Source: an optimization exercise on an open RTL-to-GDS flow (aim: small area). Production flows keep margins and buffers that such runs may drop. RTL that was checked went through simulation tests only; none was proved equivalent to the original. The RTL of runs 1 to 5 and 7 was laid out without a check of its function. No driver is modelled on the clock port, so clocking that relies on it looks cheaper here than on a real chip. Power is estimated from default activity; no workload was simulated.

### flow/config.mk
export PLATFORM = sky130hd
export DESIGN_NAME = top
export DESIGN_NICKNAME = top
export VERILOG_FILES = /design/flow/design.v
export SDC_FILE = /design/flow/constraint.sdc
export NUM_CORES = 4
export LEC_CHECK = 0
export CAP_MARGIN = 20
export CORE_MARGIN = 2
export CORE_UTILIZATION = 40
export CTS_BUF_LIST = sky130_fd_sc_hd__clkbuf_8
export SLEW_MARGIN = 20
### flow/constraint.sdc
create_clock -name core_clock -period 10.0 [get_ports {clk}]
set_input_delay 2.0000 -clock core_clock [delete_from_list [all_inputs] [get_ports {clk}]]
set_output_delay 2.0000 -clock core_clock [all_outputs]
set_load 0.01 [all_outputs]
### flow/design.v
module top(
    input  logic        clk,
    input  logic        SW,          
    input  logic [63:0] pattern,     
    output logic        _48b         
);
    logic reset;
    assign reset = ~SW;
    logic [63:0] ra, ry;             
    logic [5:0]  q;                  
    logic        pol;
    logic        fresh;
    logic        inpass;             
    logic [9:1]  L;                  
    logic        E;                  
    logic [7:0]  R0;                 
    assign pol = ~q[0];
    logic ld;
    assign ld = reset & fresh;
    logic a0, a1, a7, a8, a9, a15;
    assign a0  = ra[0]  ^ pol;
    assign a1  = ra[1]  ^ pol;
    assign a7  = ra[7]  ^ pol;
    assign a8  = ra[8]  ^ pol;
    assign a9  = ra[9]  ^ pol;
    assign a15 = ra[15] ^ pol;
    logic h_alive;                   
    logic t1, t7, t8, t9, t15;       
    assign h_alive = a0  & (ry[0]  | fresh);
    assign t1      = a1  & (ry[1]  | fresh);
    assign t7      = a7  & (ry[7]  | fresh);
    assign t8      = a8  & (ry[8]  | fresh);
    assign t9      = a9  & (ry[9]  | fresh);
    assign t15     = a15 & (ry[15] | fresh);
    logic c0, c7, r0, r7;
    assign c0 = (q[2:0] == 3'd0);
    assign c7 = (q[2:0] == 3'd7);
    assign r0 = (q[5:3] == 3'd0);
    assign r7 = (q[5:3] == 3'd7);
    logic nul, nu, nur, nl, nr, ndl, nd, ndr;
    assign nul = c0 ? L[1]  : L[9];
    assign nu  = L[8];
    assign nur = c7 ? E     : L[7];
    assign nl  = c0 ? t7    : L[1];
    assign nr  = c7 ? L[7]  : t1;
    assign ndl = r7 ? R0[0] : (c0 ? t15 : t7);
    assign nd  = r7 ? R0[7] : t8;
    assign ndr = r7 ? R0[6] : (c7 ? t1 : t9);
    logic [3:0] n;
    assign n = nul + nu + nur + nl + nr + ndl + nd + ndr;
    logic h_dead1, h_dead2, new_alive, new_a, new_y;
    assign h_dead1   = ~a0 & ry[0] & ~fresh;
    assign h_dead2   = a0 & ~ry[0] & ~fresh;
    assign new_alive = (n[3:1] == 3'b001) & (n[0] | h_alive);
    assign new_a     = new_alive | h_dead1;
    assign new_y     = new_alive | h_alive;
    always_ff @(posedge clk) begin
        for (int k = 0; k < 63; k++)
            ra[k] <= ~((ld | ra[k+1]) & (SW | pattern[k]));
        ra[63] <= ~((ld | (inpass ? new_a ^ pol : ra[0])) & (SW | pattern[63]));
        ry <= {inpass ? new_y : ry[0], ry[63:1]};
        L  <= {L[8:1], h_alive};
        if (c0) E <= L[8];
        R0 <= {R0[6:0], (inpass & r0) ? h_alive : R0[7]};
        if (reset) q <= 6'd0; else q <= q + 6'd1;
    end
    logic [2:0] m5;
    logic [1:0] s3;
    logic [4:0] w;
    logic [5:0] p;
    logic       idle;
    logic       N, CB;
    logic we, last_win, idle_end, enter_gap, enter_idle, p_zero;
    assign we         = (s3 == 2'd2) & (m5 == 3'd4);
    assign last_win   = ~idle & (w == 5'd23);
    assign idle_end   = idle & (w == 5'd31) & (p == 6'd4);
    assign enter_idle = we & last_win & (p == 6'd63);
    assign enter_gap  = we & ((last_win & (p != 6'd63)) | idle_end);
    assign p_zero     = (p == 6'd0);
    always_ff @(posedge clk) begin
        if (reset) begin
            m5 <= 3'd4; s3 <= 2'd2; w <= 5'd31; p <= 6'd4; idle <= 1'b1;
        end else begin
            m5 <= enter_gap ? 3'd3 : (m5 == 3'd4) ? 3'd0 : m5 + 3'd1;
            if (m5 == 3'd4 && !enter_gap) s3 <= (s3 == 2'd2) ? 2'd0 : s3 + 2'd1;
            if (we) w <= enter_gap ? 5'd31 : enter_idle ? 5'd0 : w + 5'd1;
            if (we && idle_end) p <= 6'd0;
            else if (we && (last_win || (idle && w == 5'd31))) p <= p + 6'd1;
            if (enter_idle) idle <= 1'b1;
            else if (we && idle_end) idle <= 1'b0;
        end
    end
    always_ff @(posedge clk) begin
        if (reset) begin
            inpass <= 1'b0; fresh <= 1'b1;
        end else begin
            if (q == 6'd63) inpass <= idle & p_zero & (w[4:2] == 3'b001);
            if (inpass && q == 6'd63) fresh <= 1'b0;
        end
    end
    logic n_in;
    always_comb begin
        if (idle) n_in = h_alive;
        else case (w[4:3])
            2'd0: n_in = h_dead2;        
            2'd1: n_in = h_dead1;        
            2'd2: n_in = t1;             
            default: n_in = h_alive;
        endcase
    end
    always_ff @(posedge clk) begin
        if (reset) N <= pattern[0];
        else if (q == p && (!idle || p_zero)) N <= n_in;
        if (we && w[2:0] == 3'd7) CB <= N;
    end
    assign _48b = ~idle & ((s3 == 2'd0) | ((s3 == 2'd1) & CB));
endmodule
### flow/run.sh
#!/bin/bash
# synth_recipe.tcl (not shown) runs the flow's synth.tcl, then flattens the netlist and writes it again
# the make line also repeats each setting of config.mk as NAME=value (left out here)
make -C /OpenROAD-flow-scripts/flow DESIGN_CONFIG=/design/flow/config.mk WORK_HOME=/design/flow/orfs CLKGATE_MAP_FILE= SYNTH_SCRIPT=/design/flow/synth_recipe.tcl finish
==> summary.md, run 1 <==
| Metric | Value |
|---|---|
| Die H | about 120 um |
| Num rows | 42 |
| Pre-CTS WS | slightly below 5 ns |
| Switch share | 30.2% |
| Root buffer cell | clkbuf_8 |
| Clk pin slew, worst setup/hold paths | approximately 0.10 ns |
| Die ar. | 14,200 sq um |
| Outcome | complete, no violations |
| CTS Buf Count | 17 |
| Hold Path Origin | ry[21]$_DFF_P_ |
| Max-Cap Viols | 0 |
| Max Fclk | roughly 0.20 GHz |
| Period utilization | ~51% |
| GRT Total Usage | roughly 15% |
| Synth warnings | 1 |
| Clock Path Buffers | 2 |
| Combinational Power Share | a little under a fifth |
| Die width | 119 um |
| Clk latency of the worst-skew pair | approximately 0.44 ns |
| Final setup viols | 0 |
| GP Congestion | 0.832 |
| Cell-internal power | about 1.1 mW |
| Vias per inst | between 4 and 5 |
| Worst min path class | reg2reg |
| PortBufs | 66 |
| Avg Synthesized Cell Area | between 10 and 15 sq um |
| Number of synthesized register bits | between 150 and 200 |
| Congestion Overflow GR | 0 |
| Clock share of power | ~30% |
| Kind of critical path | reg2reg |
| VDD IR max | about 0.10 mV |
| P_leak | 2.54 nW |
| Synthesized netlist cell count | ~460 |
| Post-synth EDFFs | 3 |
| Syn nets | 538 |
| Total power | ~1.5 mW |
| Layout cell share with drive strength beyond 1 | about 8.4% |
| Final critical-path required period | roughly 5.1 ns |
| Reg2reg end | ra[63]$_DFF_P_ |
| Drt drc | 0 |
| P_sw | about 0.46 mW |
| R2r setup slk | 4.89 ns |
| H-tree levels | 4 |
| Area of the mapped netlist | between 5000 and 6000 sq um |
| First-pass DRT Iterations | 4 |
| Nets | between 600 and 700 |
| Peak fanout along the critical path | 13 |
| Number of global-route vias before repair | 3,430 |
| Unrepaired setup endpoints after global routing | no |
| Distinct cells, synth | 50 |
| Initial DRC Count | around 110 |
| Critical path startpoint category | flip-flop |
| CTS tree | built |
| WL per Instance | roughly 14 um |
| Arrival @ worst endpoint | around 5.5 ns |
| Antenna violations before repair | 0 |
| Final hold vios | 0 |
| Commonest cells after routing, fill and taps aside | 170 x dfxtp_1, 65 x clkdlybuf4s50_1, 64 x o22ai_1 |
| Seq pwr share | roughly half |
| Postcts setup bufs | 0 |
| Power Density | roughly 230 nW/um^2 |
| Post-CTS Resized | 0 |
| Final WS setup | slightly below 5 ns |
| Final Max Slew Viols | 0 |
| Post-synth top flop | dfxtp_1 |
| Hold Path End | ry[20]$_DFF_P_ |
| Initial core utilization | between 40% and 50% |
| Synth async-reset ratio | 0% |
| # diodes | 0 |
| Most common cell after layout, fill and taps aside | dfxtp_1 |
| Final Skew | 0.0105 ns |
| Ports | 67 |
| Crit path capture type | flip-flop |
| Syn-to-layout area delta | 22.5% |
| Slew @ Worst Pin | just under 0.9 ns |
| Largest net degree at the start of global routing | 79 |
| R2R depth | 17 |
| Hold buffers post-CTS | 0 |
| Max_slew headroom | between 40% and 50% |
| ANT nets after route | 0 |
| CORE AREA | 13,100 sq um |
| Dpl hpwl | around 6500 um |
| Sequential cell area fraction in the yosys report | 65.9% |
| Final wirelength | ~9600 um |
| Hold depth | 0 |
| Worst EP required | between 10 and 15 ns |
| Sink Count | approximately 170 |
| Post-route setup TNS | 0 ns |
| Crit Reg-Reg Startpoint | q[0]$_SDFF_PN0_ |
| Routed vias | roughly 3,400 |
| First-pass GRT wire length | approximately 16,000 um |
layer usage:
layer,vias to the layer above,share of wire (%),GRT usage (%)
met3,10,4.8,5.51
met1,1590,48,19.0
met4,0,1.2,5.13
met5,-,0,0
met2,66,46,22.6
li1,1754,-,-
synth_stat cells, types with 3 or more instances:
library cell  number  share of area [%]
a211oi_1           4               0.57
a21oi_1           13                1.2
a31oi_1            4               0.47
and2_1             5               0.59
and3_1             5               0.59
buf_2              3               0.28
clkbuf_1          18                1.3
dfxtp_1          170                 64
edfxtp_1           3                1.7
fa_1               4                1.5
ha_1              13                3.1
inv_1             19                1.3
mux2i_1            6                1.1
nand2_1           17                1.2
nand3_1           10               0.94
nor2_1            24                1.7
nor3_1             6               0.57
o21a_1             3               0.42
o21ai_0           10               0.94
o22ai_1           64                7.6
o31ai_1            3               0.42
xnor2_1           10                1.7
xor2_1             7                1.2
power groups by stage:
| stage | registers [mW] | logic (mW) | clock network (mW) |
|---|---|---|---|
| floorplan | 0.778 | 0.225 | 0 |
| global placement | 0.791 | 0.280 | 0 |
| detailed placement | 0.793 | 0.292 | 0 |
| CTS | 0.777 | 0.294 | 0.471 |
| global route | 0.784 | 0.332 | 0.503 |
| finish | 0.777 | 0.292 | 0.456 |
how the worst max path moves through the flow:
stage	start	to	slack (ns)	cells past startpoint
finish	q[0]$_SDFF_PN0_	ra[63]$_DFF_P_	4.89	17
global route	q[0]$_SDFF_PN0_	ra[63]$_DFF_P_	4.54	17
CTS	q[0]$_SDFF_PN0_	ra[63]$_DFF_P_	4.90	17
detailed placement	q[0]$_SDFF_PN0_	ra[63]$_DFF_P_	4.91	17
global placement	q[0]$_SDFF_PN0_	ra[63]$_DFF_P_	5.09	17
floorplan	q[0]$_SDFF_PN0_	ra[63]$_DFF_P_	5.41	18
critical path, cell delays in order (launching register included):
cell	delay (ns)
dfxtp_1	0.72
inv_1	0.24
ha_1	0.27
nand2b_1	0.19
mux2i_1	0.14
fa_1	0.52
inv_1	0.05
fa_1	0.52
inv_1	0.05
fa_1	0.53
inv_1	0.04
ha_1	0.21
fa_1	0.47
and2_1	0.18
a32o_1	0.29
o31ai_1	0.20
a21oi_1	0.06
o32a_1	0.31
state kept, by name, indices dropped and copies added (netlist names):
name,count
E,1
R0,8
ry,64
idle,1
L,9
CB,1
w,5
m5,3
q,6
p,6
inpass,1
s3,2
fresh,1
ra,64
N,1
through the flow:
stage	cells	utilization, %	instance area (sq um)	hold WS, ns
2_1_floorplan	455	-	5300	0.310
3_3_place_gp	677	46.6	6100	0.311
3_5_place_dp	677	46.6	6100	0.312
4_1_cts	709	49.6	6490	0.334
5_1_grt	709	49.6	6490	0.337
6_report	709	49.6	6490	0.328
final cells by class:
type | instances | area, sq um
multi-input combinational | 241 | 1650
clock buffer | 17 | 234
inverter | 19 | 71.3
tap | 176 | 220
fill | 1202 | 6590
clock inverter | 15 | 154
sequential | 173 | 3490
timing repair buffer | 68 | 671
kinds of logic after synthesis:
logic type	share of synthesized area, %
AND/OR/NAND/NOR	8.08
flip-flops	65.9
AO/OA/AOI/OAI	13.9
multiplexers	1.56
buffers and inverters	3.12
XOR/XNOR	2.81
adder cells (fa/ha/maj)	4.58
==> run 2: changes to the inputs <==
==> flow/flow/run.sh (new file) <==
#!/bin/bash
# Standard layout, with the port buffers made of the smallest buffer cell.
set -euo pipefail
export BUFFER_PORTS_ARGS="-buffer_cell sky130_fd_sc_hd__buf_1"
bash standard.sh > standard.log 2>&1
==> flow/standard.sh (new file) <==
#!/bin/bash
# synth_recipe.tcl (not shown) runs the flow's synth.tcl, then flattens the netlist and writes it again
# the make line also repeats each setting of config.mk as NAME=value (left out here)
make -C /OpenROAD-flow-scripts/flow DESIGN_CONFIG=/design/flow/config.mk WORK_HOME=/design/flow/orfs CLKGATE_MAP_FILE= SYNTH_SCRIPT=/design/flow/synth_recipe.tcl "${@:-finish}"
removed: flow/run.sh
==> run 2 against run 1 <==
Still clean on timing, DRC and antenna. Flip-flop and latch count stayed put. Utilization is 2.9 points lower. Cell area is 5.9% lower. Fmax is 0.36% lower. Highest routed layer unchanged.
==> summary.md, run 2 <==
| Metric | Value |
|---|---|
| Power Density | roughly 250 nW/um^2 |
| GP Congestion | around 0.8 |
| Most common cell after layout, fill and taps aside | dfxtp_1 |
| Synth warnings | 1 |
| Nets | between 600 and 700 |
| Arrival @ worst endpoint | 5.47 ns |
| Crit Reg-Reg Startpoint | q[0]$_SDFF_PN0_ |
| Post-DP Area | around 5700 sq um |
| Hold depth | 0 |
| Synth top cells by count | 170 x dfxtp_1, 64 x o22ai_1, 24 x nor2_1, 19 x inv_1, 18 x clkbuf_1 |
| Synth async-reset ratio | 0% |
| Post-synth EDFFs | 3 |
| Slew @ Worst Pin | around 0.89 ns |
| Avg Synthesized Cell Area | between 10 and 15 sq um |
| Sequential cell area fraction in the yosys report | around 66% |
| CTS Buf Count | 17 |
| CTS tree | built |
| Die H | approximately 120 um |
| ANT nets after route | 0 |
| # diodes | 0 |
| Drt drc | 0 |
| R2r setup slk | 4.87 ns |
| Initial core utilization | about two fifths |
| Min Hold Slack | 0.326 ns |
| H-tree levels | 4 |
| Congestion Overflow GR | 0 |
| Syn nets | roughly 540 |
| Num rows | 42 |
| Clock Path Buffers | 2 |
| Commonest cells after routing, fill and taps aside | 170 x dfxtp_1, 65 x buf_1, 64 x o22ai_1 |
| VDD IR max | about 0.13 mV |
| Final Instance Area | between 6000 and 7000 sq um |
| Period utilization | 51.3% |
| Die width | around 120 um |
| PortBufs | 66 |
| Reg2reg end | ra[63]$_DFF_P_ |
| Postcts setup bufs | 0 |
| Worst EP required | just over 10 ns |
| Peak fanout along the critical path | 13 |
| Final Skew | a little under 0.007 ns |
| Post-synth top flop | dfxtp_1 |
| Synth area leader | dfxtp_1 |
| Max_slew headroom | around two fifths |
| Outcome | complete, no violations |
| Final critical-path required period | between 5 and 6 ns |
| Clk latency of the worst-skew pair | about 0.44 ns |
| Crit path capture type | flip-flop |
| CORE AREA | 13,100 sq um |
| Top flop regs | ra x64, ry x64, L x9 |
| Hold Path End | ry[46]$_DFF_P_ |
| Dpl hpwl | 6200 um |
| Ports | 67 |
| Area of the mapped netlist | 5300 sq um |
| P_leak | between 2 and 2.5 nW |
| Synth top area share | about 64% |
| Largest cells by area after synthesis | dfxtp_1 64%, o22ai_1 7.6%, ha_1 3.1% |
| Die ar. | around 14,000 sq um |
| Most numerous cell in the Yosys netlist | dfxtp_1 |
| Max-Cap Viols | 0 |
| Final wirelength | roughly 9500 um |
| Final Max Slew Viols | 0 |
| CP peak stage delay | just over 0.7 ns |
| Unrepaired setup endpoints after global routing | no |
| Clk pin slew, worst setup/hold paths | about 0.09 ns |
| Root buffer cell | clkbuf_8 |
| Number of global-route vias before repair | roughly 3,400 |
| Slowest CP cell | dfxtp_1 |
| R2R depth | 17 |
| Worst-path cell chain | inv_1 > ha_1 > nand2b_1 > mux2i_1 > fa_1 > inv_1 > fa_1 > inv_1 > fa_1 > inv_1 > ha_1 > fa_1 > and2_1 > a32o_1 > o31ai_1 > a21oi_1 > o32a_1 |
| Distinct cells, synth | 50 |
| First-pass DRT Iterations | 4 |
| WL per Instance | roughly 13 um |
| Antenna violations before repair | 0 |
| GRT Total Usage | 14.5% |
| Post-CTS Resized | 0 |
| Synthesized netlist cell count | between 400 and 500 |
| Kind of critical path | reg2reg |
| Largest net degree at the start of global routing | slightly below 80 |
| First-pass GRT wire length | between 15,000 and 20,000 um |
| Hold buffers post-CTS | 0 |
| Routed vias | 3,423 |
| Vias per inst | slightly below 5 |
| Final setup viols | 0 |
| Layout cell share with drive strength beyond 1 | a little over 8% |
| Number of synthesized register bits | ~170 |
| Hold Path Origin | ry[47]$_DFF_P_ |
| Max Fclk | between 0.15 and 0.2 GHz |
| Final hold vios | 0 |
| Syn-to-layout area delta | 15.3% |
| Worst min path class | reg2reg |
| Critical path startpoint category | flip-flop |
| Post-route setup TNS | 0 ns |
| Initial DRC Count | 89 |
| Sink Count | between 150 and 200 |
run 2: cell counts after synthesis:
Identical to the previous run, type by type.
run 2: worst max path at each step:
stage | start | endpoint | slack, ns | cells past startpoint
floorplan | q[0]$_SDFF_PN0_ | ra[63]$_DFF_P_ | 5.41 | 18
global placement | q[0]$_SDFF_PN0_ | ra[63]$_DFF_P_ | 5.11 | 17
detailed placement | q[0]$_SDFF_PN0_ | ra[63]$_DFF_P_ | 4.93 | 17
CTS | q[0]$_SDFF_PN0_ | ra[63]$_DFF_P_ | 4.90 | 17
global route | q[0]$_SDFF_PN0_ | ra[63]$_DFF_P_ | 4.56 | 17
finish | q[0]$_SDFF_PN0_ | ra[63]$_DFF_P_ | 4.87 | 17
run 2: metal layers:
layer	global-route usage (%)	wire (um)	part of all wire, %	up-vias
li1	-	-	-	1749
met1	19.5	4700	49	1588
met2	20.6	4180	44	72
met3	5.56	469	4.9	14
met4	6.77	150	1.6	0
met5	0	0	0	-
run 2: power by group:
part	leakage [nW]	internal [mW]	switching, mW
logic	0.740	0.120	0.163
registers	1.43	0.743	0.0329
clock network	0.207	0.244	0.243
total	2.38	1.11	0.439
run 2: logic make-up after synthesis:
kind of cell / Yosys count / synth area share [%]
compound gates: 115 / 13.9
xor+xnor: 17 / 2.81
fa+ha+maj: 17 / 4.58
buf+inv: 41 / 3.12
flops: 173 / 65.9
mux: 8 / 1.56
simple gates: 84 / 8.08
run 2: final cells by class:
class                           count  area, sq um
Clock buffer                       20          275
Clock inverter                     12          136
Timing Repair Buffer               68          264
Tap cell                          176          220
Multi-Input combinational cell    241         1650
Sequential cell                   173         3490
Fill cell                        1205         6980
Inverter                           19         71.3
run 2: critical path, delay by kind of cell (launching register included):
kind	cells	cell delay, ns
adders and majority gates	6	2.52
AOI/OAI and AO/OA	4	0.90
DFF	1	0.71
and+or+nand+nor	2	0.38
buffers and inverters	4	0.36
muxes	1	0.14
run 2: metrics by stage:
stage / util, % / instances / power [mW] / setup WS [ns]
2_1_floorplan: - / 455 / 1.00 / 5.41
3_3_place_gp: 43.5 / 677 / 1.05 / 5.11
3_5_place_dp: 43.5 / 677 / 1.07 / 4.93
4_1_cts: 46.7 / 709 / 1.56 / 4.90
5_1_grt: 46.7 / 709 / 1.64 / 4.56
6_report: 46.7 / 709 / 1.55 / 4.87
==> run 3: changes to the inputs <==
==> flow/flow/run.sh (replaced) <==
#!/bin/bash
# Standard layout, with the port buffers made of the smallest buffer cell
# and a clock tree without dummy loads.
set -euo pipefail
export BUFFER_PORTS_ARGS="-buffer_cell sky130_fd_sc_hd__buf_1"
export CTS_ARGS="-sink_clustering_enable -repair_clock_nets -dont_use_dummy_load -buf_list sky130_fd_sc_hd__clkbuf_8"
bash standard.sh > standard.log 2>&1
--- a/flow/config.mk
+++ b/flow/config.mk
@@ -8,5 +8,4 @@
 export CAP_MARGIN = 20
 export CORE_MARGIN = 2
 export CORE_UTILIZATION = 40
-export CTS_BUF_LIST = sky130_fd_sc_hd__clkbuf_8
 export SLEW_MARGIN = 20
==> run 3 against run 2 <==
Cell count fell by 2.1%. Clock skew rose by 0.019 ns. Sequential share of layout area rose by 1.7 points. Clock power fell by 28%. Non-clock buffer count did not move. Fmax rose by 0.12%.
==> summary.md, run 3 <==
| Metric | Value |
|---|---|
| Synth top cells by count | 170 x dfxtp_1, 64 x o22ai_1, 24 x nor2_1, 19 x inv_1, 18 x clkbuf_1 |
| Arrival @ worst endpoint | 5.44 ns |
| WL per Instance | about 14 um |
| Utilization after layout | 45.3% |
| Max_slew headroom | between 40 and 50% |
| Min Hold Slack | 0.311 ns |
| Sequential cell area fraction in the yosys report | between 60 and 70% |
| Drt drc | 0 |
| Post-synth EDFFs | 3 |
| Dpl cells | 677 |
| Congestion Overflow GR | 0 |
| H-tree levels | 4 |
| Slowest CP cell | dfxtp_1 |
| CTS Buf Count | 17 |
| Worst Setup SP | q[0]$_SDFF_PN0_ |
| Die H | around 120 um |
| Clock Path Buffers | 2 |
| R2R depth | 17 |
| Worst min path class | reg2reg |
| Commonest cells after routing, fill and taps aside | 170 x dfxtp_1, 65 x buf_1, 64 x o22ai_1 |
| Layout cell share with drive strength beyond 1 | 5.79% |
| Final Skew | 0.0259 ns |
| Final Instance Area | ~6000 sq um |
| Power Density | 237 nW/um^2 |
| Critical path startpoint category | flip-flop |
| Max-Cap Viols | 0 |
| Outcome | complete, no violations |
| Ports | 67 |
| Synth top area share | 64.2% |
| Clk pin slew, worst setup/hold paths | ~0.08 ns |
| Reg2reg end | ra[63]$_DFF_P_ |
| Die width | 119 um |
| Worst path depth | 17 |
| Antenna violations before repair | 0 |
| Number of global-route vias before repair | 3,380 |
| Initial DRC Count | between 100 and 150 |
| VDD IR max | 0.101 mV |
| Crit path capture type | flip-flop |
| Avg Synthesized Cell Area | 11.6 sq um |
| Postcts setup bufs | 0 |
| Synthesized netlist cell count | between 400 and 500 |
| Max Fclk | slightly below 0.2 GHz |
| Fillcell total | approximately 1,200 |
| Sink Count | roughly 170 |
| GP Congestion | 0.799 |
| Area of the mapped netlist | between 5000 and 6000 sq um |
| Hold Path Origin | ry[19]$_DFF_P_ |
| Worst EP required | just over 10 ns |
| First-pass GRT wire length | between 15,000 and 20,000 um |
| Syn-to-layout area delta | 11.9% |
| Post-CTS Resized | 0 |
| Most common cell after layout, fill and taps aside | dfxtp_1 |
| Number of synthesized register bits | 173 |
| Vias per inst | between 4 and 5 |
| Final critical-path required period | about 5.1 ns |
| Kind of critical path | reg2reg |
| Nets | between 600 and 700 |
| Total power | 1.41 mW |
| Cell family with most CP delay | adder cells |
| Synth async-reset ratio | 0% |
| Routed vias | approximately 3,400 |
| Slew @ Worst Pin | slightly below 0.9 ns |
| CTS tree | built |
| CORE AREA | 13,100 sq um |
| Post-DP Area | ~5700 sq um |
| Initial core utilization | about 40% |
| Worst-path cell chain | inv_1 > ha_1 > nand2b_1 > mux2i_1 > fa_1 > inv_1 > fa_1 > inv_1 > fa_1 > inv_1 > ha_1 > fa_1 > and2_1 > a32o_1 > o31ai_1 > a21oi_1 > o32a_1 |
| First-pass DRT Iterations | 4 |
| Top flop regs | ra x64, ry x64, L x9 |
| Largest cells by area after synthesis | dfxtp_1 64%, o22ai_1 7.6%, ha_1 3.1% |
| PortBufs | 66 |
| # diodes | 0 |
| P_leak | approximately 2.3 nW |
| Final WS setup | just under 5 ns |
| Non-filler cells in the finished layout | roughly 690 |
| Final hold vios | 0 |
| Worst setup path end | ra[63]$_DFF_P_ |
| Largest net degree at the start of global routing | about 80 |
| Peak fanout along the critical path | 13 |
| Synth area leader | dfxtp_1 |
| Final setup viols | 0 |
| Die ar. | 14,200 sq um |
| Post-synth top flop | dfxtp_1 |
| Crit Reg-Reg Startpoint | q[0]$_SDFF_PN0_ |
| Period utilization | between 50% and 60% |
| Root buffer cell | clkbuf_8 |
| ANT nets after route | 0 |
| Clk latency of the worst-skew pair | between 0.4 and 0.5 ns |
| Synth warnings | 1 |
| Unrepaired setup endpoints after global routing | no |
| Syn nets | 538 |
| Crit path buffers/inverters | 4 |
| Final wirelength | roughly 9400 um |
| Final Max Slew Viols | 0 |
| Post-route setup TNS | 0 ns |
| Distinct cells, synth | 50 |
| Hold buffers post-CTS | 0 |
| Dpl hpwl | a little over 6000 um |
| GRT Total Usage | 14.4% |
| Most numerous cell in the Yosys netlist | dfxtp_1 |
| CP peak stage delay | between 0.7 and 0.8 ns |
| R2r setup slk | 4.88 ns |
| Pre-CTS WS | between 4 and 5 ns |
| Num rows | 42 |
[run 3: cell count changes in the layout (fill, tap and decap cells not counted)]
cell / previous run / this run
inv_8: 1 / 0
inv_1: 21 / 19
inv_6: 3 / 0
bufinv_16: 2 / 0
clkinv_4: 1 / 0
clkbuf_8: 20 / 17
clkinvlp_4: 3 / 0
[run 3: worst reg2reg max path: cells and delay by family (launching register included)]
kind	cells	cell delay [ns]
AOI/OAI and AO/OA	4	0.90
and+or+nand+nor	2	0.38
buffers and inverters	4	0.35
adders and majority gates	6	2.51
DFF	1	0.71
muxes	1	0.13
[run 3: how the worst min path moves through the flow]
| stage | endpoint | slack, ns | depth (start not counted) |
|---|---|---|---|
| after floorplan | L[3]$_DFF_P_ | 0.31 | 0 |
| after global placement | L[5]$_DFF_P_ | 0.31 | 0 |
| after detailed placement | ry[50]$_DFF_P_ | 0.31 | 0 |
| after CTS | ry[22]$_DFF_P_ | 0.31 | 0 |
| after global routing | ry[18]$_DFF_P_ | 0.32 | 0 |
| final | ry[18]$_DFF_P_ | 0.31 | 0 |
[run 3: area by class of cell]
type / instances / area [sq um] / share of cell area, %
Sequential cell: 173 / 3490 / 58.9
Multi-Input combinational cell: 241 / 1650 / 27.8
Timing Repair Buffer: 68 / 264 / 4.45
Clock buffer: 17 / 234 / 3.95
Tap cell: 176 / 220 / 3.71
Inverter: 19 / 71.3 / 1.20
[run 3: cell families after synthesis]
| kind of cell | Yosys count | synth area share (%) |
|---|---|---|
| DFF | 173 | 65.9 |
| AOI/OAI and AO/OA | 115 | 13.9 |
| and+or+nand+nor | 84 | 8.08 |
| buffers and inverters | 41 | 3.12 |
| xor gates and xnor gates | 17 | 2.81 |
| adders and majority gates | 17 | 4.58 |
| muxes | 8 | 1.56 |
[run 3: where the power goes]
| part | internal, mW | total, mW | switching (mW) |
|---|---|---|---|
| Sequential | 0.744 | 0.777 | 0.0330 |
| Combinational | 0.120 | 0.282 | 0.162 |
| Clock | 0.150 | 0.349 | 0.199 |
| Total | 1.01 | 1.41 | 0.393 |
[run 3: routing by layer]
| metal | part of all wire [%] | track usage [%] | up-vias |
|---|---|---|---|
| met5 | 0 | 0 | - |
| met4 | 1.3 | 6.18 | 0 |
| met3 | 5.7 | 5.65 | 11 |
| met2 | 44 | 20.7 | 69 |
| met1 | 49 | 19.3 | 1612 |
| li1 | - | - | 1737 |
==> run 4: changes to the inputs <==
==> flow/flow/run.sh (replaced) <==
#!/bin/bash
# Standard layout, with the port buffers made of the smallest buffer cell
# and a clock tree without dummy loads.
set -euo pipefail
export BUFFER_PORTS_ARGS="-buffer_cell sky130_fd_sc_hd__buf_1"
export CTS_ARGS="-sink_clustering_enable -repair_clock_nets -dont_use_dummy_load -buf_list {sky130_fd_sc_hd__clkbuf_4 sky130_fd_sc_hd__clkbuf_8}"

bash standard.sh > standard.log 2>&1
==> run 4 against run 3 <==
Sequential power about the same. Die area unchanged. Non-clock buffer count unchanged. Total power unchanged. Clock power about the same. Clock skew unchanged. Global-route usage unchanged. Via count unchanged. Sequential share of layout area unchanged. Count of clock-buffer cells in the layout unchanged. First-iteration DRC count unchanged. Highest routed layer unchanged.
==> summary.md, run 4 <==
| Metric | Value |
|---|---|
| Final wirelength | 9420 um |
| Die width | roughly 120 um |
| Ports | 67 |
| Area of the mapped netlist | between 5000 and 6000 sq um |
| Unrepaired setup endpoints after global routing | no |
| Post-synth EDFFs | 3 |
| Post-Synth Adder-Cell Area | under 10% |
| Number of global-route vias before repair | 3,380 |
| Top flop regs | ra x64, ry x64, L x9 |
| Final setup viols | 0 |
| Final Max Slew Viols | 0 |
| Sequential cell area fraction in the yosys report | around 66% |
| Kind of critical path | reg2reg |
| Layout cell share with drive strength beyond 1 | a little under 6% |
| Critical path startpoint category | flip-flop |
| Post-CTS Resized | 0 |
| Synth warnings | 1 |
| Synth top area share | 64.2% |
| Avg Synthesized Cell Area | approximately 12 sq um |
| Most numerous cell in the Yosys netlist | dfxtp_1 |
| Initial core utilization | 40.5% |
| CORE AREA | about 13,000 sq um |
| Most common cell after layout, fill and taps aside | dfxtp_1 |
| Peak fanout along the critical path | 13 |
| Mux cell area share after synthesis | about 1.6% |
| WL per Instance | roughly 14 um |
| Switch share | about 28% |
| Largest family of logic cells by synthesized area | compound AO/OA/AOI/OAI gates |
| Reg2reg end | ra[63]$_DFF_P_ |
| Dpl hpwl | 6200 um |
| Initial DRC Count | between 100 and 150 |
| Seq pwr share | around 55% |
| Syn-to-layout area delta | 11.9% |
| P_sw | between 0.3 and 0.4 mW |
| Reg area | ~3500 sq um |
| Post-synth top flop | dfxtp_1 |
| Hold buffers post-CTS | 0 |
| Hold depth | 0 |
| Outcome | complete, no violations |
| P_leak | roughly 2.3 nW |
| Power Density | between 200 and 250 nW/um^2 |
| Worst EP required | 10.32 ns |
| Dpl cells | about 680 |
| Final critical-path required period | ~5 ns |
| Antenna violations before repair | 0 |
| Num rows | 42 |
| Hold Path Origin | ry[19]$_DFF_P_ |
| First-pass GRT wire length | between 15,000 and 20,000 um |
| Clock share of power | ~25% |
| Synth async-reset ratio | 0% |
| Final hold vios | 0 |
| Crit path capture type | flip-flop |
| Sink Count | ~170 |
| PortBufs | 66 |
| Post-DP Area | 5700 sq um |
| Max-Cap Viols | 0 |
| Cell-internal power | 1.01 mW |
| Area of the multi-input gates | 1650 sq um |
| GRT Total Usage | 14.4% |
| Clk latency of the worst-skew pair | between 0.4 and 0.5 ns |
| Crit Reg-Reg Startpoint | q[0]$_SDFF_PN0_ |
| Combinational Power Share | 20.0% |
| Post-route setup TNS | 0 ns |
| Clock Path Buffers | 2 |
| R2r setup slk | ~4.9 ns |
| ANT nets after route | 0 |
| Synthesized netlist cell count | approximately 460 |
| Largest cells by area after synthesis | dfxtp_1 64%, o22ai_1 7.6%, ha_1 3.1% |
| Total power | around 1.4 mW |
| Number of synthesized register bits | 173 |
| Drt drc | 0 |
| Clk pin slew, worst setup/hold paths | roughly 0.080 ns |
| Slew @ Worst Pin | around 0.89 ns |
| # diodes | 0 |
| R2R depth | 17 |
| Max_slew headroom | 40.1% |
| Final Instance Area | between 5000 and 6000 sq um |
| Distinct cells, synth | 50 |
| XOR/XNOR share of the synthesized area | under 10% |
| CTS Buf Count | 17 |
| Postcts setup bufs | 0 |
| Die ar. | roughly 14,000 sq um |
| Fillcell total | about 1,200 |
| Non-filler cells in the finished layout | just under 700 |
| Max Fclk | 0.195 GHz |
| VDD IR max | 0.101 mV |
| Commonest cells after routing, fill and taps aside | 170 x dfxtp_1, 65 x buf_1, 64 x o22ai_1 |
| Syn nets | 538 |
| Final Skew | 0.0259 ns |
| Hold Path End | ry[18]$_DFF_P_ |
| Routed vias | around 3,400 |
| CTS tree | built |
| Root buffer cell | clkbuf_8 |
| GP Congestion | 0.799 |
| Synth area leader | dfxtp_1 |
| H-tree levels | 4 |
| Arrival @ worst endpoint | 5.44 ns |
| Post-synthesis simple-gate area fraction | around 8.1% |
| Post-synthesis compound-gate area fraction | ~14% |
| Largest net degree at the start of global routing | a little under 80 |
| Die H | around 120 um |
| Synth top cells by count | 170 x dfxtp_1, 64 x o22ai_1, 24 x nor2_1, 19 x inv_1, 18 x clkbuf_1 |
| Period utilization | around 51% |
| Worst min path class | reg2reg |
| First-pass DRT Iterations | 4 |
| Vias per inst | 4.94 |
| Nets | roughly 600 |
| Congestion Overflow GR | 0 |
## run 4: cell counts after synthesis
No cell type changed its count.
## run 4: cell families (layout without fill, tap and decap cells)
family	Yosys count	after routing
DFF	173	173
and+or+nand+nor	84	84
muxes	8	8
xor gates and xnor gates	17	17
buffers and inverters	41	104
adders and majority gates	17	17
AOI/OAI and AO/OA	115	115
## run 4: cell type report
class                           count  area share [%]
Sequential cell                   173            58.9
Timing Repair Buffer               68            4.45
Inverter                           19            1.20
Clock buffer                       17            3.95
Tap cell                          176            3.71
Multi-Input combinational cell    241            27.8
## run 4: per-stage QoR
step	setup WS, ns	hold slack (ns)	utilization, %
global placement	5.11	0.310	43.5
global route	4.56	0.316	45.3
finish	4.88	0.311	45.3
floorplan	5.41	0.310	-
detailed placement	4.93	0.312	43.5
CTS	4.91	0.313	45.3
## run 4: power by group through the flow
stage / clock network (mW) / logic, mW / registers (mW)
2_1_floorplan: 0 / 0.225 / 0.778
3_3_place_gp: 0 / 0.262 / 0.791
3_5_place_dp: 0 / 0.281 / 0.792
4_1_cts: 0.363 / 0.282 / 0.777
5_1_grt: 0.392 / 0.322 / 0.783
6_report: 0.349 / 0.282 / 0.777
## run 4: how the worst max path moves through the flow
stage          slack (ns)              to       startpoint
6_report             4.88  ra[63]$_DFF_P_  q[0]$_SDFF_PN0_
5_1_grt              4.56  ra[63]$_DFF_P_  q[0]$_SDFF_PN0_
4_1_cts              4.91  ra[63]$_DFF_P_  q[0]$_SDFF_PN0_
3_5_place_dp         4.93  ra[63]$_DFF_P_  q[0]$_SDFF_PN0_
3_3_place_gp         5.11  ra[63]$_DFF_P_  q[0]$_SDFF_PN0_
2_1_floorplan        5.41  ra[63]$_DFF_P_  q[0]$_SDFF_PN0_
## run 4: critical path, cell delays in order, from the launching register on
cell,delay (ns)
dfxtp_1,0.71
inv_1,0.21
ha_1,0.24
nand2b_1,0.19
mux2i_1,0.13
fa_1,0.51
inv_1,0.05
fa_1,0.53
inv_1,0.05
fa_1,0.52
inv_1,0.04
ha_1,0.22
fa_1,0.49
and2_1,0.19
a32o_1,0.29
o31ai_1,0.20
a21oi_1,0.08
o32a_1,0.33
## run 4: metal layers
metal  routed length, um  vias up  part of all wire, %  global-route usage, %
met4                 119        0                  1.3                   6.18
met1                4620     1612                   49                   19.3
met5                   0        -                    0                      0
met3                 533       11                  5.7                   5.65
li1                    -     1737                    -                      -
met2                4150       69                   44                   20.7
==> run 5: changes to the inputs <==
==> flow/flow/run.sh (replaced) <==
#!/bin/bash
# Standard layout, with the port buffers made of the smallest buffer cell,
# a clock tree of small buffers without dummy loads, and the clock buffers
# that drive slow edges upsized after clock tree synthesis.
set -euo pipefail
here=$(pwd)
export BUFFER_PORTS_ARGS="-buffer_cell sky130_fd_sc_hd__buf_1"
export CTS_ARGS="-sink_clustering_enable -repair_clock_nets -dont_use_dummy_load -buf_list sky130_fd_sc_hd__clkbuf_4"
export POST_CTS_TCL="$here/flow/post_cts.tcl"
bash standard.sh > standard.log 2>&1
==> flow/flow/post_cts.tcl (new file) <==
# Upsize the clock buffers whose flip-flop loads would see a slow clock edge.
estimate_parasitics -placement
set upsized 0
foreach inst [get_cells clkbuf*] {
  if { [get_property $inst ref_name] != "sky130_fd_sc_hd__clkbuf_4" } { continue }
  set net [get_nets -of_objects [get_pins [get_full_name $inst]/X]]
  set worst 0
  foreach p [get_pins -of_objects $net -filter "direction == input"] {
    foreach prop {slew_max_rise slew_max_fall} {
      set s [get_property $p $prop]
      if { $s > $worst } { set worst $s }
    }
  }
  if { $worst > 0.112 } {
    puts "post_cts: upsizing [get_full_name $inst] (worst load slew $worst ns)"
    replace_cell $inst sky130_fd_sc_hd__clkbuf_8
    incr upsized
  }
}
if { $upsized > 0 } {
  detailed_placement
  check_placement -verbose
  estimate_parasitics -placement
}
==> run 5 against run 4 <==
Cell area shrank 1.1%. Routed wire length shrank 0.75%. Global-route usage is essentially flat. Critical endpoint unchanged. Still clean. Largest cell class unchanged. Cell count is the same. Synthesized cell count is the same. Via count shrank 0.20%. Setup slack lost 0.0082 ns. Die area is the same. Critical path depth is the same. Count of clock-buffer cells in the layout is the same. Combinational power is essentially flat. Flip-flop and latch count is the same.
==> summary.md, run 5 <==
| Metric | Value |
|---|---|
| Outcome | complete, no violations |
| Number of global-route vias before repair | 3,402 |
| PortBufs | 66 |
| CP peak stage delay | slightly above 0.7 ns |
| Arrival @ worst endpoint | roughly 5.5 ns |
| Top flop regs | ra x64, ry x64, L x9 |
| Kind of critical path | reg2reg |
| Final Skew | 0.0279 ns |
| Final critical-path required period | around 5.1 ns |
| VDD IR max | around 0.096 mV |
| ANT nets after route | 0 |
| Syn nets | between 500 and 600 |
| Final wirelength | about 9400 um |
| Vias per inst | roughly 5 |
| Max Fclk | 0.195 GHz |
| Number of synthesized register bits | around 170 |
| Sink Count | approximately 170 |
| Ports | 67 |
| Met1 GRT Util | 19.1% |
| Antenna violations before repair | 0 |
| Most common cell after layout, fill and taps aside | dfxtp_1 |
| Worst-path cell chain | inv_1 > ha_1 > nand2b_1 > mux2i_1 > fa_1 > inv_1 > fa_1 > inv_1 > fa_1 > inv_1 > ha_1 > fa_1 > and2_1 > a32o_1 > o31ai_1 > a21oi_1 > o32a_1 |
| Commonest cells after routing, fill and taps aside | 170 x dfxtp_1, 65 x buf_1, 64 x o22ai_1 |
| Final hold vios | 0 |
| Critical path startpoint category | flip-flop |
| Syn-to-layout area delta | 10.7% |
| Drt drc | 0 |
| Max-Cap Viols | 0 |
| GRT Total Usage | between 10% and 20% |
| Area of the mapped netlist | 5300 sq um |
| Min Hold Slack | 0.299 ns |
| # diodes | 0 |
| Die ar. | ~14,000 sq um |
| Avg Synthesized Cell Area | around 12 sq um |
| Initial core utilization | about 40% |
| Slew @ Worst Pin | approximately 0.9 ns |
| Largest net degree at the start of global routing | a little under 80 |
| Post-route setup TNS | 0 ns |
| Dpl hpwl | 6200 um |
| Layout cell share with drive strength beyond 1 | a little under 6% |
| CTS tree | built |
| CORE AREA | roughly 13,000 sq um |
| Period utilization | 51.3% |
| Routed vias | 3,422 |
| Synth top area share | around 64% |
| Synthesized netlist cell count | 455 |
| Clk latency of the worst-skew pair | ~0.43 ns |
| GP Congestion | between 0.7 and 0.8 |
| Nets | between 600 and 700 |
| Final setup viols | 0 |
| Synth warnings | 1 |
| Largest cells by area after synthesis | dfxtp_1 64%, o22ai_1 7.6%, ha_1 3.1% |
| Unrepaired setup endpoints after global routing | no |
| Worst min path class | reg2reg |
| Most numerous cell in the Yosys netlist | dfxtp_1 |
| Post-synth EDFFs | 3 |
| Crit path capture type | flip-flop |
| Initial DRC Count | about 100 |
| P_leak | ~2.3 nW |
| Die width | 119 um |
| Post-synth top flop | dfxtp_1 |
| Final Max Slew Viols | 0 |
| Synth top cells by count | 170 x dfxtp_1, 64 x o22ai_1, 24 x nor2_1, 19 x inv_1, 18 x clkbuf_1 |
| Sequential cell area fraction in the yosys report | between 60% and 70% |
| Power Density | 231 nW/um^2 |
| WL per Instance | 13.5 um |
| Synth async-reset ratio | 0% |
| Clk pin slew, worst setup/hold paths | approximately 0.10 ns |
| Peak fanout along the critical path | 13 |
| Global Route met2 Usage | slightly above 20% |
| Met3 GRT Util | 5.84% |
| Max_slew headroom | 39.9% |
| First-pass DRT Iterations | 6 |
| Synth area leader | dfxtp_1 |
| Num rows | 42 |
| First-pass GRT wire length | around 16,000 um |
| GR peak layer | met2 |
| Worst EP required | about 10 ns |
| Die H | approximately 120 um |
| Congestion Overflow GR | 0 |
| Slowest CP cell | dfxtp_1 |
| Distinct cells, synth | 50 |
-- run 5: stage by stage --
stage,worst slack (ns),std cells,util (%),instance area (sq um),power (mW)
after detailed placement,4.93,677,43.5,5700,1.07
final,4.87,694,44.8,5870,1.36
after global placement,5.11,677,43.5,5700,1.05
after floorplan,5.41,455,-,5300,1.00
after global routing,4.56,694,44.8,5870,1.45
-- run 5: final timing paths --
path | slack [ns] | from | to | depth (start not counted)
max | 4.87 | q[0]$_SDFF_PN0_ | ra[63]$_DFF_P_ | 17
min | 0.30 | ry[39]$_DFF_P_ | ry[38]$_DFF_P_ | 0
max reg2reg | 4.87 | q[0]$_SDFF_PN0_ | ra[63]$_DFF_P_ | 17
min reg2reg | 0.30 | ry[39]$_DFF_P_ | ry[38]$_DFF_P_ | 0
-- run 5: final cells by class --
type	count	area [sq um]
fillers	1233	7220
repair buffers	68	264
inverters	19	71.3
multi-input cells	241	1650
flip-flops and latches	173	3490
clock buffers	17	171
well taps	176	220
-- run 5: kinds of logic (layout without fill, tap and decap cells) --
| family | count (synthesis) | in the layout | share of synthesized area [%] |
|---|---|---|---|
| flops | 173 | 173 | 65.9 |
| xor+xnor | 17 | 17 | 2.81 |
| mux | 8 | 8 | 1.56 |
| compound gates | 115 | 115 | 13.9 |
| fa+ha+maj | 17 | 17 | 4.58 |
| buf+inv | 41 | 104 | 3.12 |
| simple gates | 84 | 84 | 8.08 |
-- run 5: worst max-delay path: cells and delay by family (launching register included) --
kind | cells | cell delay, ns
buffers and inverters | 4 | 0.35
AO/OA/AOI/OAI | 4 | 0.90
multiplexers | 1 | 0.13
flip-flops | 1 | 0.72
AND/OR/NAND/NOR | 2 | 0.38
adder cells (fa/ha/maj) | 6 | 2.52
-- run 5: layer usage --
| metal | share of wire (%) | vias to the layer above | wire length (um) |
|---|---|---|---|
| li1 | - | 1738 | - |
| met1 | 48 | 1600 | 4500 |
| met2 | 45 | 75 | 4230 |
| met4 | 1.2 | 0 | 108 |
| met3 | 5.5 | 9 | 512 |
| met5 | 0 | - | 0 |
-- run 5: power by group --
part	switching [mW]	internal, mW	total (mW)
combinational	0.161	0.120	0.281
clock	0.190	0.109	0.299
sequential	0.0328	0.743	0.776
==> run 6: changes to the inputs <==
--- a/flow/design.v
+++ b/flow/design.v
@@ -67,41 +67,36 @@
     logic [2:0] m5;
     logic [1:0] s3;
     logic [4:0] w;
-    logic [5:0] p;
-    logic       idle;
+    logic [6:0] p;
     logic       N, CB;
-    logic we, last_win, idle_end, enter_gap, enter_idle, p_zero;
+    logic we, last_win, idle_end, enter_gap, enter_idle;
     assign we         = (s3 == 2'd2) & (m5 == 3'd4);
-    assign last_win   = ~idle & (w == 5'd23);
-    assign idle_end   = idle & (w == 5'd31) & (p == 6'd4);
-    assign enter_idle = we & last_win & (p == 6'd63);
-    assign enter_gap  = we & ((last_win & (p != 6'd63)) | idle_end);
-    assign p_zero     = (p == 6'd0);
+    assign last_win   = ~p[6] & (w == 5'd23);
+    assign idle_end   = p[6] & p[2] & (w == 5'd31);
+    assign enter_idle = we & last_win & (p[5:0] == 6'd63);
+    assign enter_gap  = we & ((last_win & (p[5:0] != 6'd63)) | idle_end);
     always_ff @(posedge clk) begin
         if (reset) begin
-            m5 <= 3'd4; s3 <= 2'd2; w <= 5'd31; p <= 6'd4; idle <= 1'b1;
+            m5 <= 3'd4; s3 <= 2'd2; w <= 5'd31; p <= 7'd68;
         end else begin
             m5 <= enter_gap ? 3'd3 : (m5 == 3'd4) ? 3'd0 : m5 + 3'd1;
             if (m5 == 3'd4 && !enter_gap) s3 <= (s3 == 2'd2) ? 2'd0 : s3 + 2'd1;
             if (we) w <= enter_gap ? 5'd31 : enter_idle ? 5'd0 : w + 5'd1;
-            if (we && idle_end) p <= 6'd0;
-            else if (we && (last_win || (idle && w == 5'd31))) p <= p + 6'd1;
-            if (enter_idle) idle <= 1'b1;
-            else if (we && idle_end) idle <= 1'b0;
+            if (we && idle_end) p <= 7'd0;
+            else if (we && (last_win || (p[6] && w == 5'd31))) p <= p + 7'd1;
         end
     end
     always_ff @(posedge clk) begin
         if (reset) begin
             inpass <= 1'b0; fresh <= 1'b1;
-        end else begin
-            if (q == 6'd63) inpass <= idle & p_zero & (w[4:2] == 3'b001);
-            if (inpass && q == 6'd63) fresh <= 1'b0;
+        end else if (q == 6'd63) begin
+            inpass <= ~inpass & (p == 7'd63) & (w[4:3] == 2'd1);
+            if (inpass) fresh <= 1'b0;
         end
     end
     logic n_in;
     always_comb begin
-        if (idle) n_in = h_alive;
-        else case (w[4:3])
+        case (w[4:3])
             2'd0: n_in = h_dead2;        
             2'd1: n_in = h_dead1;        
             2'd2: n_in = t1;             
@@ -110,8 +105,8 @@
     end
     always_ff @(posedge clk) begin
         if (reset) N <= pattern[0];
-        else if (q == p && (!idle || p_zero)) N <= n_in;
+        else if (q == p[5:0] && !p[6]) N <= n_in;
         if (we && w[2:0] == 3'd7) CB <= N;
     end
-    assign _48b = ~idle & ((s3 == 2'd0) | ((s3 == 2'd1) & CB));
+    assign _48b = ~p[6] & ((s3 == 2'd0) | ((s3 == 2'd1) & CB));
 endmodule
--- a/flow/flow/post_cts.tcl
+++ b/flow/flow/post_cts.tcl
@@ -11,7 +11,7 @@
       if { $s > $worst } { set worst $s }
     }
   }
-  if { $worst > 0.112 } {
+  if { $worst > 0.122 } {
     puts "post_cts: upsizing [get_full_name $inst] (worst load slew $worst ns)"
     replace_cell $inst sky130_fd_sc_hd__clkbuf_8
     incr upsized
==> run 6 against run 5 <==
Still clean. Cell count is 1.0% lower. Total power is 2.7% higher. Clock power fell by 8.0%. Count of clock-buffer cells in the layout stayed put. Largest power group unchanged.
==> summary.md, run 6 <==
| Metric | Value |
|---|---|
| Synth async-reset ratio | 0% |
| Final hold vios | 0 |
| Power Density | ~240 nW/um^2 |
| Drt drc | 0 |
| Max Fclk | a little under 0.2 GHz |
| Final Skew | approximately 0.037 ns |
| Kind of critical path | reg2reg |
| Global Route met2 Usage | roughly a fifth |
| Peak fanout along the critical path | 15 |
| Worst Setup SP | q[0]$_SDFF_PN0_ |
| Met3 GRT Util | about 5.5% |
| Final setup viols | 0 |
| WL per Instance | between 10 and 15 um |
| Clk pin slew, worst setup/hold paths | approximately 0.11 ns |
| Worst min path class | reg2reg |
| Syn-to-layout area delta | 9.72% |
| Num rows | 41 |
| Routed vias | about 3,400 |
| Max-Cap Viols | 0 |
| CORE AREA | 12,800 sq um |
| Syn nets | ~540 |
| Sink Count | about 170 |
| GRT Total Usage | between 10% and 20% |
| Final WS setup | just under 5 ns |
| Post-route setup TNS | 0 ns |
| # diodes | 0 |
| Synthesized netlist cell count | ~450 |
| Largest cells by area after synthesis | dfxtp_1 64%, o22ai_1 7.6%, ha_1 2.8% |
| Most numerous cell in the Yosys netlist | dfxtp_1 |
| Die ar. | approximately 14,000 sq um |
| Post-synth top flop | dfxtp_1 |
| Crit Reg-Reg Startpoint | q[0]$_SDFF_PN0_ |
| Die width | between 100 and 150 um |
| VDD IR max | slightly below 0.1 mV |
| Outcome | complete, no violations |
| Synth warnings | 1 |
| Period utilization | about half |
| Initial DRC Count | 88 |
| Antenna violations before repair | 0 |
| Arrival @ worst endpoint | 5.41 ns |
| Largest net degree at the start of global routing | 84 |
| Slew @ Worst Pin | between 0.8 and 0.9 ns |
| Area of the mapped netlist | ~5300 sq um |
| Total power | between 1 and 1.5 mW |
| Vias per inst | between 4 and 5 |
| ANT nets after route | 0 |
| Pre-CTS WS | roughly 4.9 ns |
| Final critical-path required period | 5.12 ns |
| PortBufs | 66 |
| Synth area leader | dfxtp_1 |
| Top flop regs | ra x64, ry x64, L x9 |
| Unrepaired setup endpoints after global routing | no |
| Dpl hpwl | just over 6000 um |
| Crit path capture type | flip-flop |
| Commonest cells after routing, fill and taps aside | 170 x dfxtp_1, 65 x buf_1, 64 x o22ai_1 |
| Ports | 67 |
| GP Congestion | 0.822 |
| Congestion Overflow GR | 0 |
| Hold Path Origin | ry[49]$_DFF_P_ |
| Initial core utilization | 41.3% |
| CTS tree | built |
| First-pass DRT Iterations | 4 |
| Synth top area share | 64.5% |
| Sequential cell area fraction in the yosys report | between 60% and 70% |
| Utilization after layout | a little under half |
| Worst EP required | a little over 10 ns |
| Critical path startpoint category | flip-flop |
| Number of synthesized register bits | about 170 |
| Avg Synthesized Cell Area | about 12 sq um |
| Number of global-route vias before repair | 3,267 |
| Met1 GRT Util | 18.8% |
| Final wirelength | 9330 um |
| Die H | around 120 um |
| Max_slew headroom | ~45% |
| Nets | roughly 600 |
| Min Hold Slack | a little under 0.3 ns |
| Final Max Slew Viols | 0 |
| P_leak | around 2.3 nW |
| Layout cell share with drive strength beyond 1 | just over 5% |
| GR peak layer | met2 |
| Fillcell total | around 1,200 |
| R2R depth | 17 |
| Synth top cells by count | 170 x dfxtp_1, 64 x o22ai_1, 29 x nor2_1, 20 x a21oi_1, 18 x inv_1 |
| Post-synth EDFFs | 3 |
| Distinct cells, synth | 45 |
| Most common cell after layout, fill and taps aside | dfxtp_1 |
| Hold depth | 0 |
| First-pass GRT wire length | approximately 16,000 um |
| Clk latency of the worst-skew pair | about 0.42 ns |
==> run 6: cell count changes after synthesis, moves of 4 or more <==
cell      delta
a21oi_1      +7
nor2_1       +5
clkbuf_1     -9
buf_2        +7
o211ai_1     +4
==> run 6: per-stage QoR <==
| step | area (sq um) | std cells |
|---|---|---|
| floorplan | 5280 | 453 |
| global placement | 5650 | 670 |
| detailed placement | 5650 | 670 |
| global route | 5790 | 687 |
| finish | 5790 | 687 |
==> run 6: where the power goes <==
part           total [mW]  internal, mW  switching, mW  leakage (nW)
Clock               0.275        0.0880          0.187        0.0834
Sequential          0.797         0.751         0.0454          1.43
Combinational       0.321         0.138          0.183         0.741
Total                1.39         0.977          0.415          2.25
==> run 6: cell type report <==
| cell class | instances | area [sq um] | share of cell area, % |
|---|---|---|---|
| timing repair buffer | 68 | 264 | 4.56 |
| clock buffer | 17 | 140 | 2.42 |
| multi-input combinational | 239 | 1610 | 27.8 |
| tap | 172 | 215 | 3.72 |
| sequential | 173 | 3490 | 60.3 |
| inverter | 18 | 67.6 | 1.17 |
==> run 6: routing by layer <==
metal / part of all wire, % / vias to the layer above
met1: 50 / 1570
met2: 45 / 63
met5: 0 / -
met3: 4.5 / 7
met4: 0.88 / 0
li1: - / 1739
==> run 6: path summary, 6_finish.rpt <==
path                                       end  slack, ns
worst min register to register  ry[48]$_DFF_P_       0.30
worst max-delay path            ra[63]$_DFF_P_       4.88
worst max register to register  ra[63]$_DFF_P_       4.88
worst min-delay path            ry[48]$_DFF_P_       0.30
==> run 6: cell families (layout without fill, tap and decap cells) <==
family | Yosys count | count (layout) | synth area share [%]
flip-flops | 173 | 173 | 66.2
adder cells (fa/ha/maj) | 16 | 16 | 4.36
AO/OA/AOI/OAI | 121 | 121 | 14.6
buffers and inverters | 41 | 103 | 3.39
XOR/XNOR | 17 | 17 | 2.82
AND/OR/NAND/NOR | 78 | 78 | 7.23
multiplexers | 7 | 7 | 1.40
==> run 6: critical path, stage by stage, from the launching register on <==
cell and delay (ns):
dfxtp_1 0.72, inv_1 0.23, ha_1 0.25, nand2b_1 0.20, mux2i_1 0.14, fa_1 0.51, inv_1 0.05, fa_1 0.53
inv_1 0.05, fa_1 0.53, inv_1 0.04, ha_1 0.22, fa_1 0.46, and4b_1 0.23, a22oi_1 0.36, nor3_1 0.12
nor4_1 0.24, a31oi_1 0.12
==> run 7: changes to the inputs <==
==> flow/design.v (replaced) <==
module top(
    input  logic        clk,
    input  logic        SW,          
    input  logic [63:0] pattern,     
    output logic        _48b         
);
    logic reset;
    assign reset = ~SW;
    logic [63:0] ra, ry;             
    logic [5:0]  d;                  
    logic        tpar;               
    logic        pol;
    logic        fresh;
    logic        inpass;             
    logic [9:1]  L;                  
    logic        E;                  
    logic [7:0]  R0;                 
    assign pol = ~tpar;
    logic ld;
    assign ld = reset & fresh;
    logic a0, a1, a7, a8, a9, a15;
    assign a0  = ra[0]  ^ pol;
    assign a1  = ra[1]  ^ pol;
    assign a7  = ra[7]  ^ pol;
    assign a8  = ra[8]  ^ pol;
    assign a9  = ra[9]  ^ pol;
    assign a15 = ra[15] ^ pol;
    logic h_alive;                   
    logic t1, t7, t8, t9, t15;       
    assign h_alive = a0  & (ry[0]  | fresh);
    assign t1      = a1  & (ry[1]  | fresh);
    assign t7      = a7  & (ry[7]  | fresh);
    assign t8      = a8  & (ry[8]  | fresh);
    assign t9      = a9  & (ry[9]  | fresh);
    assign t15     = a15 & (ry[15] | fresh);
    logic c0, c7, r0, r7;
    assign c0 = (d[2:0] == 3'd0);
    assign c7 = (d[2:0] == 3'd7);
    assign r0 = (d[5:3] == 3'd0);
    assign r7 = (d[5:3] == 3'd7);
    logic nul, nu, nur, nl, nr, ndl, nd, ndr;
    assign nul = c0 ? L[1]  : L[9];
    assign nu  = L[8];
    assign nur = c7 ? E     : L[7];
    assign nl  = c0 ? t7    : L[1];
    assign nr  = c7 ? L[7]  : t1;
    assign ndl = r7 ? R0[0] : (c0 ? t15 : t7);
    assign nd  = r7 ? R0[7] : t8;
    assign ndr = r7 ? R0[6] : (c7 ? t1 : t9);
    logic [3:0] n;
    assign n = nul + nu + nur + nl + nr + ndl + nd + ndr;
    logic h_dead1, h_dead2, new_alive, new_a, new_y;
    assign h_dead1   = ~a0 & ry[0] & ~fresh;
    assign h_dead2   = a0 & ~ry[0] & ~fresh;
    assign new_alive = (n[3:1] == 3'b001) & (n[0] | h_alive);
    assign new_a     = new_alive | h_dead1;
    assign new_y     = new_alive | h_alive;
    always_ff @(posedge clk) begin
        for (int k = 0; k < 63; k++)
            ra[k] <= ~((ld | ra[k+1]) & (SW | pattern[k]));
        ra[63] <= ~((ld | (inpass ? new_a ^ pol : ra[0])) & (SW | pattern[63]));
        ry <= {inpass ? new_y : ry[0], ry[63:1]};
        L  <= {L[8:1], h_alive};
        if (c0) E <= L[8];
        R0 <= {R0[6:0], (inpass & r0) ? h_alive : R0[7]};
    end
    logic [3:0] ph;                  
    logic       sh, sd;
    logic [4:0] w;
    logic       idle, fpar;
    logic [2:0] blk;
    logic       N, CB;
    logic we, wlast, slot_end, frame_end, idle_end, enter_gap;
    assign we        = (ph == 4'd1);
    assign sh        = (ph == 4'd2) | (ph == 4'd4) | (ph == 4'd9) | (ph == 4'd3) | (ph == 4'd6);
    assign sd        = (ph == 4'd13) | (ph == 4'd10) | (ph == 4'd5) | (ph == 4'd11) | (ph == 4'd7);
    assign wlast     = we & (w == 5'd31);
    assign slot_end  = wlast & ~idle;
    assign frame_end = slot_end & (d[4:0] == 5'd1) & (d[5] == fpar);
    assign idle_end  = wlast & idle & blk[2];
    assign enter_gap = (slot_end & ~frame_end) | idle_end;
    always_ff @(posedge clk) begin
        if (reset) begin
            ph <= 4'd1; w <= 5'd31;
            idle <= 1'b1; blk <= 3'd4; fpar <= 1'b0; d <= 6'd0; tpar <= 1'b0;
        end else begin
            ph <= enter_gap ? 4'd8 : {ph[2:0], ph[3] ^ ph[2]};
            if (we) w <= enter_gap ? 5'd7 : w + 5'd1;
            if (frame_end) begin
                idle <= 1'b1; fpar <= ~fpar;
            end else if (idle_end) begin
                idle <= 1'b0; blk <= 3'd0;
            end else if (wlast && idle) blk <= blk + 3'd1;
            if (!slot_end) d <= d + 6'd1;
            tpar <= ~tpar;
        end
    end
    always_ff @(posedge clk) begin
        if (reset) begin
            inpass <= 1'b0; fresh <= 1'b1;
        end else if (d == 6'd63) begin
            inpass <= idle & (blk == 3'd0) & (w[4:2] == 3'b001);
            if (inpass) fresh <= 1'b0;
        end
    end
    logic n_in;
    always_comb begin
        if (idle) n_in = h_alive;
        else case (w[4:3])
            2'd1: n_in = h_dead2;        
            2'd2: n_in = h_dead1;        
            2'd3: n_in = t1;             
            default: n_in = h_alive;     
        endcase
    end
    always_ff @(posedge clk) begin
        if (d == 6'd0) N <= n_in;
        if (we && w[2:0] == 3'd7) CB <= N;
    end
    assign _48b = ~idle & (sh | (sd & CB));
endmodule
==> run 7 against run 6 <==
Largest cell class unchanged. Cell area down 0.80%. First-iteration DRC count up 15%. Combinational power up 9.7%. Fmax up 11%. Global-route usage down 0.76 points.
==> summary.md, run 7 <==
| Metric | Value |
|---|---|
| Dpl hpwl | approximately 6000 um |
| Max Fclk | around 0.22 GHz |
| Nets | just under 600 |
| Top flop regs | ra x64, ry x64, L x9 |
| Vias per inst | between 4 and 5 |
| First-pass DRT Iterations | 4 |
| Clk pin slew, worst setup/hold paths | 0.12 ns |
| Synth top area share | approximately 64% |
| ANT nets after route | 0 |
| Clk latency of the worst-skew pair | about 0.42 ns |
| Pre-CTS WS | ~5.4 ns |
| First-pass GRT wire length | about 15,000 um |
| Dpl cells | roughly 660 |
| Syn nets | approximately 530 |
| Post-synth top flop | dfxtp_1 |
| Avg Synthesized Cell Area | around 12 sq um |
| Die H | between 100 and 150 um |
| Initial core utilization | between 40 and 50% |
| Final Skew | about 0.036 ns |
| Number of synthesized register bits | approximately 170 |
| Worst min path class | reg2reg |
| Area of the mapped netlist | 5220 sq um |
| Max_slew headroom | a little under half |
| Die ar. | 14,000 sq um |
| Max-Cap Viols | 0 |
| Post-synthesis compound-gate area fraction | approximately an eighth |
| Min Hold Slack | 0.293 ns |
| Most common cell after layout, fill and taps aside | dfxtp_1 |
| Ports | 67 |
| Initial DRC Count | about 100 |
| Post-Synth Adder-Cell Area | ~5.4% |
| CORE AREA | 12,700 sq um |
| Met1 GRT Util | between 10% and 20% |
| Congestion Overflow GR | 0 |
| Critical path startpoint category | flip-flop |
| Unrepaired setup endpoints after global routing | no |
| Period utilization | between 40% and 50% |
| Global Route met2 Usage | about a fifth |
| # diodes | 0 |
| Final Max Slew Viols | 0 |
| Crit path capture type | flip-flop |
| Final WS setup | 5.39 ns |
| Largest net degree at the start of global routing | 86 |
| Sink Count | about 170 |
| GR peak layer | met2 |
| Worst EP required | about 10 ns |
| Peak fanout along the critical path | 7 |
| Final Instance Area | 5740 sq um |
| Synth warnings | 1 |
| Routed vias | ~3,300 |
| Utilization after layout | 45.3% |
| Die width | 118 um |
| Met3 GRT Util | between 5 and 6% |
| Slew @ Worst Pin | between 0.7 and 0.8 ns |
| Non-filler cells in the finished layout | 676 |
| GP Congestion | 0.794 |
| Post-synthesis simple-gate area fraction | 8.45% |
| Post-route setup TNS | 0 ns |
| Num rows | 41 |
| GRT Total Usage | between 10% and 20% |
| Synthesized netlist cell count | around 440 |
| Power Density | 247 nW/um^2 |
| Number of global-route vias before repair | roughly 3,200 |
| Largest family of logic cells by synthesized area | compound AO/OA/AOI/OAI gates |
| XOR/XNOR share of the synthesized area | ~2.0% |
| Mux cell area share after synthesis | 1.20% |
| Outcome | complete, no violations |
| Most numerous cell in the Yosys netlist | dfxtp_1 |
| Syn-to-layout area delta | 10.1% |
| Sequential cell area fraction in the yosys report | 66.2% |
| Final critical-path required period | 4.61 ns |
| Final hold vios | 0 |
| Kind of critical path | reg2reg |
| PortBufs | 66 |
| CTS tree | built |
| Post-synth EDFFs | 3 |
| Final wirelength | just under 9000 um |
| Largest cells by area after synthesis | dfxtp_1 64%, o22ai_1 7.8%, ha_1 3.8% |
| Synth area leader | dfxtp_1 |
| Drt drc | 0 |
| Final setup viols | 0 |
| VDD IR max | between 0.1 and 0.15 mV |
| Total power | between 1 and 1.5 mW |
| Antenna violations before repair | 0 |
| Post-DP Area | 5590 sq um |
| P_leak | between 2 and 2.5 nW |
| Synth top cells by count | 168 x dfxtp_1, 65 x o22ai_1, 21 x nand2_1, 20 x inv_1, 16 x ha_1 |
| Distinct cells, synth | 51 |
| Synth async-reset ratio | 0% |
| Arrival @ worst endpoint | a little under 5 ns |
| Commonest cells after routing, fill and taps aside | 168 x dfxtp_1, 65 x o22ai_1, 65 x buf_1 |
| WL per Instance | 12.9 um |
| Layout cell share with drive strength beyond 1 | 5.75% |
## run 7: changes by cell type after synthesis, sizes merged, moves of 5 or more
| cell | previous run | this run |
|---|---|---|
| nor2 | 30 | 15 |
| nor2b | 0 | 6 |
| o211ai | 6 | 1 |
| a21oi | 20 | 13 |
| nand2 | 15 | 21 |
| xor2 | 10 | 3 |
## run 7: worst max-delay path, cell delays in order (launching register included)
cell and delay, ns:
dfxtp_1 0.42, inv_1 0.06, ha_1 0.19, nand2b_1 0.25
mux2i_1 0.16, fa_1 0.52, inv_1 0.05, fa_1 0.53
inv_1 0.06, fa_1 0.53, inv_1 0.04, ha_1 0.22
fa_1 0.50, inv_1 0.07, o32ai_4 0.39, mux2i_1 0.13
a211o_1 0.31, o21ai_1 0.12
## run 7: layout make-up
cell class	instances	area (sq um)
Fill cell	1215	6930
Sequential cell	171	3450
Multi-Input combinational cell	228	1580
Timing Repair Buffer	68	264
Tap cell	172	215
Clock buffer	17	159
Inverter	20	75.1
## run 7: kinds of logic (layout without fill, tap and decap cells)
kind of cell / Yosys count / after routing
xor+xnor: 12 / 12
mux: 6 / 6
flops: 171 / 171
simple gates: 84 / 84
compound gates: 106 / 106
buf+inv: 42 / 105
fa+ha+maj: 20 / 20
## run 7: final timing paths
kind | from | to | slack (ns) | cells after the start
worst min register to register | ry[38]$_DFF_P_ | ry[37]$_DFF_P_ | 0.29 | 0
worst min-delay path | ry[38]$_DFF_P_ | ry[37]$_DFF_P_ | 0.29 | 0
worst max register to register | d[0]$_SDFFE_PN0N_ | ra[63]$_DFF_P_ | 5.39 | 17
worst max-delay path | d[0]$_SDFFE_PN0N_ | ra[63]$_DFF_P_ | 5.39 | 17
## run 7: metal layers
layer / wire length, um / vias up
li1: - / 1662
met1: 4140 / 1505
met2: 3860 / 79
met3: 593 / 8
met4: 115 / 0
met5: 0 / -
## run 7: power breakdown
part | total [mW] | switching [mW] | internal, mW
Sequential | 0.785 | 0.0415 | 0.743
Clock | 0.283 | 0.182 | 0.101
Combinational | 0.352 | 0.190 | 0.162

[port drivers added, routing unchanged]
Ports are ideal in the flow. The routed layouts listed here were re-timed in OpenROAD. Step 1 assumes that a clkbuf_16 drives the clock port and a buf_2 every other input. Step 2 adds t to the input delays and takes it off the output delays; t is the mean of the earliest and latest rising clock arrival at the registers after step 1. Input paths then give back, and output paths get back, about the clock's delay inside the block. a / b / c = no drivers / after step 1 / after step 2; a / b = the first two.
run	shift t [ns]	setup WS [ns]	hold slack, ns	worst setup path after step 2	cell pins on the clock port's net
run 1	0.469	4.889 / 4.889 / 4.889	0.328 / 0.328 / 0.328	register to register	1
run 2	0.473	4.870 / 4.870 / 4.870	0.326 / 0.326 / 0.326	register to register	1
run 3	0.462	4.876 / 4.876 / 4.876	0.311 / 0.311 / 0.311	register to register	1
run 4	0.462	4.876 / 4.876 / 4.876	0.311 / 0.311 / 0.311	register to register	1
run 5	0.447	4.868 / 4.868 / 4.868	0.299 / 0.299 / 0.299	register to register	1
run 6	0.431	4.878 / 4.878 / 4.878	0.298 / 0.298 / 0.298	register to register	1
run 7	0.433	5.391 / 5.391 / 5.391	0.293 / 0.293 / 0.293	register to register	1
After both steps every run listed still meets setup and hold.
